Context: an optimization exercise on an open-source flow, tuned for small area. The choices shown serve that exercise and are no tape-out recipe.
Function was checked by simulation only, so behaviour that the tests miss may differ from the original.
Power figures rest on the tool's default switching activity, not on a simulated workload.

alpha:
==> flow/design.v (excerpt) <==
module stoch_power_iter(CLK, nRST, A, v, w, sigma, u);
parameter NUM_ROWS = 8;
parameter NUM_COLS = 8;
input CLK, nRST;
input [(NUM_ROWS*NUM_COLS)-1:0] A;
input [NUM_COLS-1:0] v;
output [NUM_ROWS-1:0] w;
output sigma;
output [NUM_ROWS-1:0] u;
wire [8:0] r;
wire [4:0] rq = {r[7:4], |r[3:0]};
fibonacci_lfsr_64 lfsr(
    .CLK(CLK),
    .nRST(nRST),
    .r(r)
    );
stoch_matrix_mult #(.NUM_ROWS(NUM_ROWS), .NUM_MID(NUM_COLS)) mv(
    .CLK(CLK),
    .nRST(nRST),
    .A(A),
    .B(v),
    .Y(w)
    );
stoch_l2_norm #(.VEC_LEN(NUM_ROWS)) norm(
    .CLK(CLK),
    .nRST(nRST),
    .u(w),
    .r(r),
    .rq(rq),
    .y(sigma)
    );
stoch_div_mat #(.N(NUM_ROWS)) div(
    .CLK(CLK),
    .nRST(nRST),
    .A(w),
    .B({NUM_ROWS{sigma}}),
    .r(r[5:1]),
    .Y(u)
    );
endmodule
For scale: ~1700 cells after synthesis, ~91 I/O pins, roughly 14000 µm² of cells after synthesis.
==> module stoch_square_root, before the edit <==
module stoch_square_root(CLK, nRST, a, r, rq, y);
input CLK, nRST;
input a;
input [8:0] r;
input [4:0] rq;
output y;
reg [7:0] ms;
reg b_and_n;
wire [7:0] m = ms ^ 8'h80;
wire b_and = ~b_and_n;
wire y_decorr;
stoch_decorr decorr(
    .CLK(CLK),
    .nRST(nRST),
    .a(y),
    .rq(rq),
    .y(y_decorr)
    );
wire inc = a & ~b_and;
wire dec = ~a & b_and;
wire is_max = ~m[7] & (&m[6:0]);           
wire is_min = m[7] & ~m[4] & ~m[3];        
wire [8:0] all1, all0;
assign all1[0] = 1'b1;
assign all0[0] = 1'b1;
genvar i;
generate
    for (i = 0; i < 8; i = i + 1) begin : chain
        assign all1[i+1] = all1[i] & m[i];
        assign all0[i+1] = all0[i] & ~m[i];
    end
endgenerate
wire [7:0] t = ({8{inc}} & all1[7:0]) | ({8{dec & ~is_min}} & all0[7:0]);
wire [7:0] next_m = (inc & is_max) ? 8'hE7 : (m ^ t);
wire [7:0] g;
assign g[0] = 1'b0;
generate
    for (i = 0; i < 7; i = i + 1) begin : cmp
        assign g[i+1] = (next_m[i] & ~r[i+2]) | (next_m[i] & g[i]) | (~r[i+2] & g[i]);
    end
endgenerate
assign y = ~next_m[7] & g[7];
always @(posedge CLK) begin
    if (!nRST) begin
        ms <= 8'h80;
        b_and_n <= 1'b1;
    end
    else begin
        ms <= next_m ^ 8'h80;
        b_and_n <= ~(y & y_decorr);
    end
end
endmodule
==> module stoch_div, before the edit <==
module stoch_div(CLK, nRST, a, b, r, y);
input CLK, nRST;
input a, b;
input [4:0] r;       
output y;
reg [9:0] ns;
reg b_and_n;
wire [9:0] n = ns ^ 10'h200;
wire b_and = ~b_and_n;
wire inc = a & ~b_and;
wire dec = ~a & b_and;
wire is_max = ~n[9] & (&n[8:0]);                   
wire is_min = n[9] & ~n[5] & ~n[4] & ~n[0];        
wire [10:0] all1, all0;
assign all1[0] = 1'b1;
assign all0[0] = 1'b1;
genvar i;
generate
    for (i = 0; i < 10; i = i + 1) begin : chain
        assign all1[i+1] = all1[i] & n[i];
        assign all0[i+1] = all0[i] & ~n[i];
    end
endgenerate
wire [9:0] t = ({10{inc}} & all1[9:0]) | ({10{dec & ~is_min}} & all0[9:0]);
wire [9:0] next_n = (inc & is_max) ? 10'h3CE : (n ^ t);
wire [5:0] g;
assign g[0] = 1'b0;
generate
    for (i = 0; i < 5; i = i + 1) begin : cmp
        assign g[i+1] = (next_n[i] & ~r[i]) | (next_n[i] & g[i]) | (~r[i] & g[i]);
    end
endgenerate
assign y = ~next_n[9] & ((|next_n[8:5]) | g[5]);
always @(posedge CLK) begin
    if (!nRST) begin
        ns <= 10'h200;
        b_and_n <= 1'b1;
    end
    else begin
        ns <= next_n ^ 10'h200;
        b_and_n <= ~(y & b);
    end
end
endmodule
==> flow/config.mk <==
export PLATFORM = sky130hd
export DESIGN_NAME = stoch_power_iter
export DESIGN_NICKNAME = stoch_power_iter
export VERILOG_FILES = /design/flow/design.v
export SDC_FILE = /design/flow/constraint.sdc
export NUM_CORES = 4
export LEC_CHECK = 0
export CAP_MARGIN = 20
export CORE_MARGIN = 2
export CORE_UTILIZATION = 60
export PLACE_DENSITY = 0.7
export SLEW_MARGIN = 20
==> flow/constraint.sdc <==
create_clock -name core_clock -period 25.0 [get_ports {CLK}]
set_input_delay 5.0000 -clock core_clock [delete_from_list [all_inputs] [get_ports {CLK}]]
set_output_delay 5.0000 -clock core_clock [all_outputs]
set_load 0.01 [all_outputs]
standard.sh (not shown) runs the stock make flow with config.mk's settings and CLKGATE_MAP_FILE= SYNTH_SCRIPT=/design/flow/synth_recipe.tcl, a recipe that flattens the netlist after the stock synthesis.
==> flow/flow/run.sh <==
#!/bin/bash
# Own layout flow.
# 1. the standard synthesis (its registers and names are kept).
# 2. Area-oriented re-synthesis: every module of the design is synthesised on
#    its own with ABC's deep resynthesis (eight random seeds, two mappers:
#    sixteen runs); for each
#    module the smallest result is kept; the design is then flattened. Its
#    flip-flops get the standard synthesis's names (same Yosys naming), which
#    is checked, and a Yosys equivalence proof against the standard netlist
#    must pass. If either check fails, the standard netlist's combinational
#    logic is re-mapped by ABC instead (remap.tcl), or, failing that, the
#    standard netlist is used as it is.
# 3. the standard layout, with small port buffers and a clock tree of
#    small buffers without dummy loads.
set -uo pipefail
W=$(pwd)
R=$W/orfs/results/$FLOW_PLATFORM/stoch_power_iter/base
LIB=$FLOW_HOME/platforms/$FLOW_PLATFORM/lib/sky130_fd_sc_hd__tt_025C_1v80.lib
export LIB

bash standard.sh synth > $W/log_synth.txt 2>&1 || exit 1
cp $R/1_2_yosys.v $W/std_synth.v

use_netlist() {
    cp "$1" $R/1_2_yosys.v
    rm -f $R/1_synth.odb $R/1_synth.sdc
    echo "netlist: $1" >> $W/log_choice.txt
}

ff_names() {
    grep -o 'sky130_fd_sc_hd__dfxtp_1 [^ ]*' "$1" | sort
}

check_netlist() {
    # same flip-flops (names and cells) as the standard synthesis, and equivalent
    ff_names $W/std_synth.v > $W/ff_std.txt
    ff_names "$1" > $W/ff_new.txt
    cmp -s $W/ff_std.txt $W/ff_new.txt || { echo "$1: flip-flops differ" >> $W/log_choice.txt; return 1; }
    STD_NETLIST=$W/std_synth.v NETLIST="$1" OUT_EQ="$1.eq.txt" \
        timeout 1200 yosys -c $W/flow/eq.tcl > "$1.eq.log" 2>&1 \
        || { echo "$1: equivalence not proven" >> $W/log_choice.txt; return 1; }
    return 0
}

# 2. per-module synthesis: sixteen runs (eight seeds, two mappers), four at a time
for wave in "1 2 3 4" "5 6 7 8" "9 10 11 12" "13 14 15 16"; do
    for c in $wave; do
        if (( c <= 8 )); then m=amap; else m=nf; fi
        sed "s/@SEED@/$(( (c - 1) % 8 + 1 ))/" $W/flow/pm_$m.abc > $W/pm_$c.abc
        DESIGN=$W/design.v FAMAP=$W/flow/fa_map.v ABC_SCRIPT=$W/pm_$c.abc \
            OUT_STAT=$W/pm_stat_$c.txt OUT_NETLIST=$W/pm_net_$c.v \
            timeout 1200 yosys -c $W/flow/pm.tcl > $W/log_pm_$c.txt 2>&1 &
    done
    wait
done
args=()
for c in $(seq 1 16); do
    [[ -s $W/pm_stat_$c.txt && -s $W/pm_net_$c.v ]] && args+=($W/pm_stat_$c.txt $W/pm_net_$c.v)
done
done_ok=0
if (( ${#args[@]} > 0 )) && python3 $W/flow/assemble.py $W/pm_asm.v "${args[@]}" > $W/log_assemble.txt 2>&1; then
    IN_NETLIST=$W/pm_asm.v OUT_STAT=$W/pm_flat_stat.txt OUT_NETLIST=$W/pm_flat.v \
        yosys -c $W/flow/flat.tcl > $W/log_flat.txt 2>&1 \
        && check_netlist $W/pm_flat.v && use_netlist $W/pm_flat.v && done_ok=1
fi

# fallback: re-map the standard netlist's combinational logic
if (( ! done_ok )); then
    for s in 1 2 3 4; do
        sed "s/@SEED@/$s/" $W/flow/remap.abc > $W/remap_$s.abc
        STD_NETLIST=$W/std_synth.v OUT_NETLIST=$W/remap_$s.v ABC_SCRIPT=$W/remap_$s.abc \
            timeout 1200 yosys -c $W/flow/remap.tcl > $W/log_remap_$s.txt 2>&1 &
    done
    wait
    best=""
    best_area=""
    for s in 1 2 3 4; do
        a=$(grep "Chip area for top module" $W/log_remap_$s.txt | tail -1 | awk '{print $NF}')
        [[ -n "$a" && -s $W/remap_$s.v ]] || continue
        if [[ -z "$best" ]] || awk -v a="$a" -v b="$best_area" 'BEGIN { exit !(a < b) }'; then
            best=$s
            best_area=$a
        fi
    done
    if [[ -n "$best" ]] && check_netlist $W/remap_$best.v; then
        use_netlist $W/remap_$best.v
        done_ok=1
    fi
fi
(( done_ok )) || echo "netlist: standard synthesis" >> $W/log_choice.txt

bash standard.sh \
    "BUFFER_PORTS_ARGS=-buffer_cell sky130_fd_sc_hd__buf_1" \
    "CTS_ARGS=-sink_clustering_enable -repair_clock_nets -dont_use_dummy_load -buf_list sky130_fd_sc_hd__clkbuf_2" \
    finish > $W/log_layout.txt 2>&1
Other scripts of this flow, unchanged in this note and not shown: flow/flow/assemble.py, flow/flow/eq.tcl, flow/flow/fa_map.v, flow/flow/flat.tcl, flow/flow/pm.tcl, flow/flow/pm_amap.abc, flow/flow/pm_nf.abc, flow/flow/remap.abc, flow/flow/remap.tcl
Input changes introduced in beta (baseline for comparison: alpha):
--- a/flow/design.v
+++ b/flow/design.v
@@ -146,14 +146,12 @@
 input CLK, nRST;
 input a;
 input [8:0] r;
 input [4:0] rq;
 output y;
-reg [7:0] ms;
-reg b_and_n;
-wire [7:0] m = ms ^ 8'h80;
-wire b_and = ~b_and_n;
+reg [7:0] m;
+reg b_and;
 wire y_decorr;
 stoch_decorr decorr(
     .CLK(CLK),
     .nRST(nRST),
     .a(y),
@@ -184,16 +182,16 @@
     end
 endgenerate
 assign y = ~next_m[7] & g[7];
 always @(posedge CLK) begin
     if (!nRST) begin
-        ms <= 8'h80;
-        b_and_n <= 1'b1;
+        m <= 8'd0;
+        b_and <= 1'b0;
     end
     else begin
-        ms <= next_m ^ 8'h80;
-        b_and_n <= ~(y & y_decorr);
+        m <= next_m;
+        b_and <= y & y_decorr;
     end
 end
 endmodule
 `timescale 1ns / 1ps
 module stoch_l2_norm(CLK, nRST, u, r, rq, y);
@@ -232,14 +230,12 @@
 module stoch_div(CLK, nRST, a, b, r, y);
 input CLK, nRST;
 input a, b;
 input [4:0] r;       
 output y;
-reg [9:0] ns;
-reg b_and_n;
-wire [9:0] n = ns ^ 10'h200;
-wire b_and = ~b_and_n;
+reg [9:0] n;
+reg b_and;
 wire inc = a & ~b_and;
 wire dec = ~a & b_and;
 wire is_max = ~n[9] & (&n[8:0]);                   
 wire is_min = n[9] & ~n[5] & ~n[4] & ~n[0];        
 wire [10:0] all1, all0;
@@ -262,16 +258,16 @@
     end
 endgenerate
 assign y = ~next_n[9] & ((|next_n[8:5]) | g[5]);
 always @(posedge CLK) begin
     if (!nRST) begin
-        ns <= 10'h200;
-        b_and_n <= 1'b1;
+        n <= 10'd0;
+        b_and <= 1'b0;
     end
     else begin
-        ns <= next_n ^ 10'h200;
-        b_and_n <= ~(y & b);
+        n <= next_n;
+        b_and <= y & b;
     end
 end
 endmodule
 `timescale 1ns / 1ps
 module stoch_div_mat(CLK, nRST, A, B, r, Y);
Results
Delta(sequential cell area share, beta - alpha) < 0
Going from alpha to beta, internal power component picked up an extra 0.58%; met2 layer wire length in the routed design grew by 3.4%; via count moved up.
Compared to alpha, the routing of beta uses more wire.
alpha → beta: combinational power stayed essentially flat; hold slack moved down.

[re-timing with driven ports]
Ports are ideal in the flow. The routed layouts listed here were re-timed in OpenROAD.
Step 1, drivers: a clkbuf_16 drives CLK and a buf_2 each remaining input, both assumed.
Step 2 also shifts input and output timing later by t, the mid clock arrival at the registers, as if the neighbouring blocks saw the same clock.
a / b / c = no drivers / after step 1 / after step 2; a / b = the first two.
| run | t, ns | setup WS [ns] | hold slack, ns |
|---|---|---|---|
| alpha | 0.824 | 6.364 / 6.342 / 6.342 | 0.347 / 0.347 / 0.347 |
| beta | 0.829 | 6.271 / 6.247 / 6.247 | 0.278 / 0.278 / 0.278 |
After both steps setup and hold are still met in every run listed. For beta, which loses most, drivers alone change the setup slack by -0.024 ns; drivers and shift together by -0.024 ns.
